Source: an optimization exercise on an open RTL-to-GDS flow (aim: small area and a short achievable clock period). Production flows keep margins and buffers that such runs may drop. In this exercise RTL edits were held to simulation tests only and were not proved equivalent to the original. Power figures rest on the tool's default switching activity, not on a simulated workload.

==> flow/design.v <==
module mult_mat_vec_mac #(
    parameter Mdata = 8,
    Ndata = 8,
    Nbits = 8
) (
    input [Mdata*Ndata*Nbits-1:0] M,
    input [Ndata*Nbits-1:0] X,
    input clk,
    input reset,
    output reg [Mdata*(2*Nbits)-1:0] out
);
    reg [511:0] mr;
    reg [63:0] xr;
    reg [35:0] yr;
    reg [9:0] ph;
    reg [8*19-1:0] qr;
    reg [87:0] sr, cr;
    wire [8*19-1:0] q;
    wire [7:0] bo;
    wire [87:0] so, co;
    integer e, k, p;
    always @(posedge clk) begin
        for (e = 0; e < 64; e = e + 1) begin
            for (k = 0; k < 7; k = k + 1)
                mr[e*8+k] <= reset ? M[e*8+k] : mr[e*8+k+1];
            mr[e*8+7] <= M[e*8+7];
        end
        if (reset) begin
            xr <= X;
            for (p = 0; p < 4; p = p + 1)
                yr[p*9 +: 9] <= {1'b0, X[(2*p)*8 +: 8]} + {1'b0, X[(2*p+1)*8 +: 8]};
        end
        ph <= {ph[8:0] & {9{~reset}}, reset};
        qr <= q;
        sr <= ph[0] ? 88'b0 : so;
        cr <= ph[0] ? 88'b0 : co;
    end
    genvar i, j, b;
    for (i = 0; i < 8; i = i + 1) begin : row
        wire [7:0] mb;
        for (j = 0; j < 8; j = j + 1) begin : sel
            assign mb[j] = mr[(i*8+j)*8];
        end
        mv_pp s1 (.m(mb), .x(xr), .y(yr), .q(q[i*19 +: 19]));
        mv_acc s2 (
            .q(qr[i*19 +: 19]), .s(sr[i*11 +: 11]), .c(cr[i*11 +: 11]),
            .bo(bo[i]), .so(so[i*11 +: 11]), .co(co[i*11 +: 11])
        );
        for (b = 0; b < 8; b = b + 1) begin : lo
            always @(posedge clk)
                if (ph[b+1]) out[i*16+b] <= bo[i];
        end
        always @(posedge clk)
            if (ph[9]) out[i*16+8 +: 8] <= sr[i*11 +: 8] + cr[i*11 +: 8];
    end
endmodule
module mv_pp (
  input  [7:0] m,
  input  [63:0] x,
  input  [35:0] y,
  output [18:0] q
);
  wire sa0 = m[0] & ~m[1];
  wire sb0 = ~m[0] & m[1];
  wire sy0 = m[0] & m[1];
  wire [8:0] pp0 = ({9{sa0}} & {1'b0, x[7:0]}) | ({9{sb0}} & {1'b0, x[15:8]}) | ({9{sy0}} & y[8:0]);
  wire sa1 = m[2] & ~m[3];
  wire sb1 = ~m[2] & m[3];
  wire sy1 = m[2] & m[3];
  wire [8:0] pp1 = ({9{sa1}} & {1'b0, x[23:16]}) | ({9{sb1}} & {1'b0, x[31:24]}) | ({9{sy1}} & y[17:9]);
  wire sa2 = m[4] & ~m[5];
  wire sb2 = ~m[4] & m[5];
  wire sy2 = m[4] & m[5];
  wire [8:0] pp2 = ({9{sa2}} & {1'b0, x[39:32]}) | ({9{sb2}} & {1'b0, x[47:40]}) | ({9{sy2}} & y[26:18]);
  wire sa3 = m[6] & ~m[7];
  wire sb3 = ~m[6] & m[7];
  wire sy3 = m[6] & m[7];
  wire [8:0] pp3 = ({9{sa3}} & {1'b0, x[55:48]}) | ({9{sb3}} & {1'b0, x[63:56]}) | ({9{sy3}} & y[35:27]);
  wire u1 = pp0[0] ^ pp1[0] ^ pp2[0];
  wire u2 = (pp0[0] & pp1[0]) | (pp0[0] & pp2[0]) | (pp1[0] & pp2[0]);
  wire u3 = pp0[1] ^ pp1[1] ^ pp2[1];
  wire u4 = (pp0[1] & pp1[1]) | (pp0[1] & pp2[1]) | (pp1[1] & pp2[1]);
  wire u5 = pp3[1] ^ u2 ^ u3;
  wire u6 = (pp3[1] & u2) | (pp3[1] & u3) | (u2 & u3);
  wire u7 = pp0[2] ^ pp1[2] ^ pp2[2];
  wire u8 = (pp0[2] & pp1[2]) | (pp0[2] & pp2[2]) | (pp1[2] & pp2[2]);
  wire u9 = pp3[2] ^ u4 ^ u7;
  wire u10 = (pp3[2] & u4) | (pp3[2] & u7) | (u4 & u7);
  wire u11 = pp0[3] ^ pp1[3] ^ pp2[3];
  wire u12 = (pp0[3] & pp1[3]) | (pp0[3] & pp2[3]) | (pp1[3] & pp2[3]);
  wire u13 = pp3[3] ^ u11 ^ u8;
  wire u14 = (pp3[3] & u11) | (pp3[3] & u8) | (u11 & u8);
  wire u15 = pp0[4] ^ pp1[4] ^ pp2[4];
  wire u16 = (pp0[4] & pp1[4]) | (pp0[4] & pp2[4]) | (pp1[4] & pp2[4]);
  wire u17 = pp3[4] ^ u12 ^ u15;
  wire u18 = (pp3[4] & u12) | (pp3[4] & u15) | (u12 & u15);
  wire u19 = pp0[5] ^ pp1[5] ^ pp2[5];
  wire u20 = (pp0[5] & pp1[5]) | (pp0[5] & pp2[5]) | (pp1[5] & pp2[5]);
  wire u21 = pp3[5] ^ u16 ^ u19;
  wire u22 = (pp3[5] & u16) | (pp3[5] & u19) | (u16 & u19);
  wire u23 = pp0[6] ^ pp1[6] ^ pp2[6];
  wire u24 = (pp0[6] & pp1[6]) | (pp0[6] & pp2[6]) | (pp1[6] & pp2[6]);
  wire u25 = pp3[6] ^ u20 ^ u23;
  wire u26 = (pp3[6] & u20) | (pp3[6] & u23) | (u20 & u23);
  wire u27 = pp0[7] ^ pp1[7] ^ pp2[7];
  wire u28 = (pp0[7] & pp1[7]) | (pp0[7] & pp2[7]) | (pp1[7] & pp2[7]);
  wire u29 = pp3[7] ^ u24 ^ u27;
  wire u30 = (pp3[7] & u24) | (pp3[7] & u27) | (u24 & u27);
  wire u31 = pp0[8] ^ pp1[8] ^ pp2[8];
  wire u32 = (pp0[8] & pp1[8]) | (pp0[8] & pp2[8]) | (pp1[8] & pp2[8]);
  wire u33 = pp3[8] ^ u28 ^ u31;
  wire u34 = (pp3[8] & u28) | (pp3[8] & u31) | (u28 & u31);
  assign q[0] = pp3[0];   
  assign q[1] = u1;   
  assign q[2] = u5;   
  assign q[3] = u6;   
  assign q[4] = u9;   
  assign q[5] = u10;   
  assign q[6] = u13;   
  assign q[7] = u14;   
  assign q[8] = u17;   
  assign q[9] = u18;   
  assign q[10] = u21;   
  assign q[11] = u22;   
  assign q[12] = u25;   
  assign q[13] = u26;   
  assign q[14] = u29;   
  assign q[15] = u30;   
  assign q[16] = u33;   
  assign q[17] = u32;   
  assign q[18] = u34;   
endmodule
module mv_acc (
  input  [18:0] q,
  input  [10:0] s,
  input  [10:0] c,
  output bo,
  output [10:0] so,
  output [10:0] co
);
  wire v1 = c[0] ^ q[0] ^ q[1];
  wire v2 = (c[0] & q[0]) | (c[0] & q[1]) | (q[0] & q[1]);
  wire v3 = s[0] ^ v1;
  wire v4 = s[0] & v1;
  wire v5 = c[1] ^ q[2] ^ s[1];
  wire v6 = (c[1] & q[2]) | (c[1] & s[1]) | (q[2] & s[1]);
  wire v7 = v2 ^ v5;
  wire v8 = v2 & v5;
  wire v9 = c[2] ^ q[3] ^ q[4];
  wire v10 = (c[2] & q[3]) | (c[2] & q[4]) | (q[3] & q[4]);
  wire v11 = s[2] ^ v6 ^ v9;
  wire v12 = (s[2] & v6) | (s[2] & v9) | (v6 & v9);
  wire v13 = c[3] ^ q[5] ^ q[6];
  wire v14 = (c[3] & q[5]) | (c[3] & q[6]) | (q[5] & q[6]);
  wire v15 = s[3] ^ v10 ^ v13;
  wire v16 = (s[3] & v10) | (s[3] & v13) | (v10 & v13);
  wire v17 = c[4] ^ q[7] ^ q[8];
  wire v18 = (c[4] & q[7]) | (c[4] & q[8]) | (q[7] & q[8]);
  wire v19 = s[4] ^ v14 ^ v17;
  wire v20 = (s[4] & v14) | (s[4] & v17) | (v14 & v17);
  wire v21 = c[5] ^ q[10] ^ q[9];
  wire v22 = (c[5] & q[10]) | (c[5] & q[9]) | (q[10] & q[9]);
  wire v23 = s[5] ^ v18 ^ v21;
  wire v24 = (s[5] & v18) | (s[5] & v21) | (v18 & v21);
  wire v25 = c[6] ^ q[11] ^ q[12];
  wire v26 = (c[6] & q[11]) | (c[6] & q[12]) | (q[11] & q[12]);
  wire v27 = s[6] ^ v22 ^ v25;
  wire v28 = (s[6] & v22) | (s[6] & v25) | (v22 & v25);
  wire v29 = c[7] ^ q[13] ^ q[14];
  wire v30 = (c[7] & q[13]) | (c[7] & q[14]) | (q[13] & q[14]);
  wire v31 = s[7] ^ v26 ^ v29;
  wire v32 = (s[7] & v26) | (s[7] & v29) | (v26 & v29);
  wire v33 = c[8] ^ q[15] ^ q[16];
  wire v34 = (c[8] & q[15]) | (c[8] & q[16]) | (q[15] & q[16]);
  wire v35 = s[8] ^ v30 ^ v33;
  wire v36 = (s[8] & v30) | (s[8] & v33) | (v30 & v33);
  wire v37 = c[9] ^ q[17] ^ q[18];
  wire v38 = (c[9] & q[17]) | (c[9] & q[18]) | (q[17] & q[18]);
  wire v39 = s[9] ^ v34 ^ v37;
  wire v40 = (s[9] & v34) | (s[9] & v37) | (v34 & v37);
  wire v41 = c[10] ^ s[10] ^ v38;
  wire v42 = (c[10] & s[10]) | (c[10] & v38) | (s[10] & v38);
  assign bo = v3;
  assign so[0] = v4;
  assign co[0] = v7;
  assign so[1] = v8;
  assign co[1] = v11;
  assign so[2] = v12;
  assign co[2] = v15;
  assign so[3] = v16;
  assign co[3] = v19;
  assign so[4] = v20;
  assign co[4] = v23;
  assign so[5] = v24;
  assign co[5] = v27;
  assign so[6] = v28;
  assign co[6] = v31;
  assign so[7] = v32;
  assign co[7] = v35;
  assign so[8] = v36;
  assign co[8] = v39;
  assign so[9] = v40;
  assign co[9] = v41;
  assign so[10] = v42;
  assign co[10] = 1'b0;
endmodule
Settings: LEC_CHECK=0, ABC_CLOCK_PERIOD_IN_PS=2000, CAP_MARGIN=20, CORE_MARGIN=2, CORE_UTILIZATION=40, PLACE_DENSITY=0.6, SETUP_SLACK_MARGIN=2.6, SLEW_MARGIN=20; clock period 5.0 ns.
standard.sh (not shown) runs the stock make flow with config.mk's settings and CLKGATE_MAP_FILE= SYNTH_SCRIPT=/design/flow/synth_recipe.tcl, a recipe that flattens the netlist after the stock synthesis.
==> flow/flow/run.sh <==
#!/bin/bash
# Standard ORFS layout; only the cell used for the port buffers is chosen
# (the smallest plain buffer instead of the resizer's default pick).
set -e
export BUFFER_PORTS_ARGS="-buffer_cell sky130_fd_sc_hd__buf_1"
bash standard.sh > standard.log 2>&1
The starting point finished with timing, DRC and antenna clean.
Next try:
--- a/flow/design.v
+++ b/flow/design.v
@@ -8,10 +8,11 @@
     input clk,
     input reset,
     output reg [Mdata*(2*Nbits)-1:0] out
 );
     reg [511:0] mr;
+    reg [31:0] sa, sb, sy;
     reg [63:0] xr;
     reg [35:0] yr;
     reg [9:0] ph;
     reg [8*19-1:0] qr;
     reg [87:0] sr, cr;
@@ -19,13 +20,18 @@
     wire [7:0] bo;
     wire [87:0] so, co;
     integer e, k, p;
     always @(posedge clk) begin
         for (e = 0; e < 64; e = e + 1) begin
-            for (k = 0; k < 7; k = k + 1)
+            for (k = 1; k < 7; k = k + 1)
                 mr[e*8+k] <= reset ? M[e*8+k] : mr[e*8+k+1];
             mr[e*8+7] <= M[e*8+7];
+        end
+        for (e = 0; e < 32; e = e + 1) begin
+            sa[e] <= reset ? (M[(2*e)*8] & ~M[(2*e+1)*8]) : (mr[(2*e)*8+1] & ~mr[(2*e+1)*8+1]);
+            sb[e] <= reset ? (~M[(2*e)*8] & M[(2*e+1)*8]) : (~mr[(2*e)*8+1] & mr[(2*e+1)*8+1]);
+            sy[e] <= reset ? (M[(2*e)*8] & M[(2*e+1)*8]) : (mr[(2*e)*8+1] & mr[(2*e+1)*8+1]);
         end
         if (reset) begin
             xr <= X;
             for (p = 0; p < 4; p = p + 1)
                 yr[p*9 +: 9] <= {1'b0, X[(2*p)*8 +: 8]} + {1'b0, X[(2*p+1)*8 +: 8]};
@@ -33,17 +39,14 @@
         ph <= {ph[8:0] & {9{~reset}}, reset};
         qr <= q;
         sr <= ph[0] ? 88'b0 : so;
         cr <= ph[0] ? 88'b0 : co;
     end
-    genvar i, j, b;
+    genvar i, b;
     for (i = 0; i < 8; i = i + 1) begin : row
-        wire [7:0] mb;
-        for (j = 0; j < 8; j = j + 1) begin : sel
-            assign mb[j] = mr[(i*8+j)*8];
-        end
-        mv_pp s1 (.m(mb), .x(xr), .y(yr), .q(q[i*19 +: 19]));
+        mv_pp s1 (.sa(sa[i*4 +: 4]), .sb(sb[i*4 +: 4]), .sy(sy[i*4 +: 4]),
+                  .x(xr), .y(yr), .q(q[i*19 +: 19]));
         mv_acc s2 (
             .q(qr[i*19 +: 19]), .s(sr[i*11 +: 11]), .c(cr[i*11 +: 11]),
             .bo(bo[i]), .so(so[i*11 +: 11]), .co(co[i*11 +: 11])
         );
         for (b = 0; b < 8; b = b + 1) begin : lo
@@ -53,31 +56,21 @@
         always @(posedge clk)
             if (ph[9]) out[i*16+8 +: 8] <= sr[i*11 +: 8] + cr[i*11 +: 8];
     end
 endmodule
 module mv_pp (
-  input  [7:0] m,
+  input  [3:0] sa,
+  input  [3:0] sb,
+  input  [3:0] sy,
   input  [63:0] x,
   input  [35:0] y,
   output [18:0] q
 );
-  wire sa0 = m[0] & ~m[1];
-  wire sb0 = ~m[0] & m[1];
-  wire sy0 = m[0] & m[1];
-  wire [8:0] pp0 = ({9{sa0}} & {1'b0, x[7:0]}) | ({9{sb0}} & {1'b0, x[15:8]}) | ({9{sy0}} & y[8:0]);
-  wire sa1 = m[2] & ~m[3];
-  wire sb1 = ~m[2] & m[3];
-  wire sy1 = m[2] & m[3];
-  wire [8:0] pp1 = ({9{sa1}} & {1'b0, x[23:16]}) | ({9{sb1}} & {1'b0, x[31:24]}) | ({9{sy1}} & y[17:9]);
-  wire sa2 = m[4] & ~m[5];
-  wire sb2 = ~m[4] & m[5];
-  wire sy2 = m[4] & m[5];
-  wire [8:0] pp2 = ({9{sa2}} & {1'b0, x[39:32]}) | ({9{sb2}} & {1'b0, x[47:40]}) | ({9{sy2}} & y[26:18]);
-  wire sa3 = m[6] & ~m[7];
-  wire sb3 = ~m[6] & m[7];
-  wire sy3 = m[6] & m[7];
-  wire [8:0] pp3 = ({9{sa3}} & {1'b0, x[55:48]}) | ({9{sb3}} & {1'b0, x[63:56]}) | ({9{sy3}} & y[35:27]);
+  wire [8:0] pp0 = ({9{sa[0]}} & {1'b0, x[7:0]}) | ({9{sb[0]}} & {1'b0, x[15:8]}) | ({9{sy[0]}} & y[8:0]);
+  wire [8:0] pp1 = ({9{sa[1]}} & {1'b0, x[23:16]}) | ({9{sb[1]}} & {1'b0, x[31:24]}) | ({9{sy[1]}} & y[17:9]);
+  wire [8:0] pp2 = ({9{sa[2]}} & {1'b0, x[39:32]}) | ({9{sb[2]}} & {1'b0, x[47:40]}) | ({9{sy[2]}} & y[26:18]);
+  wire [8:0] pp3 = ({9{sa[3]}} & {1'b0, x[55:48]}) | ({9{sb[3]}} & {1'b0, x[63:56]}) | ({9{sy[3]}} & y[35:27]);
   wire u1 = pp0[0] ^ pp1[0] ^ pp2[0];
   wire u2 = (pp0[0] & pp1[0]) | (pp0[0] & pp2[0]) | (pp1[0] & pp2[0]);
   wire u3 = pp0[1] ^ pp1[1] ^ pp2[1];
   wire u4 = (pp0[1] & pp1[1]) | (pp0[1] & pp2[1]) | (pp1[1] & pp2[1]);
   wire u5 = pp3[1] ^ u2 ^ u3;
Worst setup slack improves by 0.027 ns.
Die area is lower by 1.1%.
Fmax is higher by 1.1%.
Sequential power is about the same.
Synthesized area is lower by 1.1%.
Power is lower by 1.6%.
Routed wire length is lower by 1.6%.
Non-clock buffer count is lower by 32.
Utilization is lower by 1.1 points.
Critical path depth is lower by 1.

-- what the ideal ports hide --
How much do the figures lean on ideal ports? The routed layouts below were timed once more, with nothing changed but the port constraints. Step 1: set_driving_cell puts a clkbuf_16 on clk and a buf_2 on each other input, an assumption about the parent block. Step 2 also shifts input and output timing later by t, the mid clock arrival at the registers, as if the neighbouring blocks saw the same clock. a / b / c = no drivers / after step 1 / after step 2; a / b = the first two.
run | t, ns | setup WS [ns] | worst setup path after step 2 | latest minus earliest clock arrival (ns) | pins driven straight from the clock port
the first run | 0.787 | 2.550 / 2.550 / 2.127 | input to register | 0.054 / 0.055 | 1
the second run | 0.766 | 2.577 / 2.577 / 1.893 | input to register | 0.057 / 0.056 | 1
After both steps setup and hold are still met in every run listed. For the second run, which loses most, drivers alone change the setup slack by 0.000 ns; drivers and shift together by -0.684 ns.
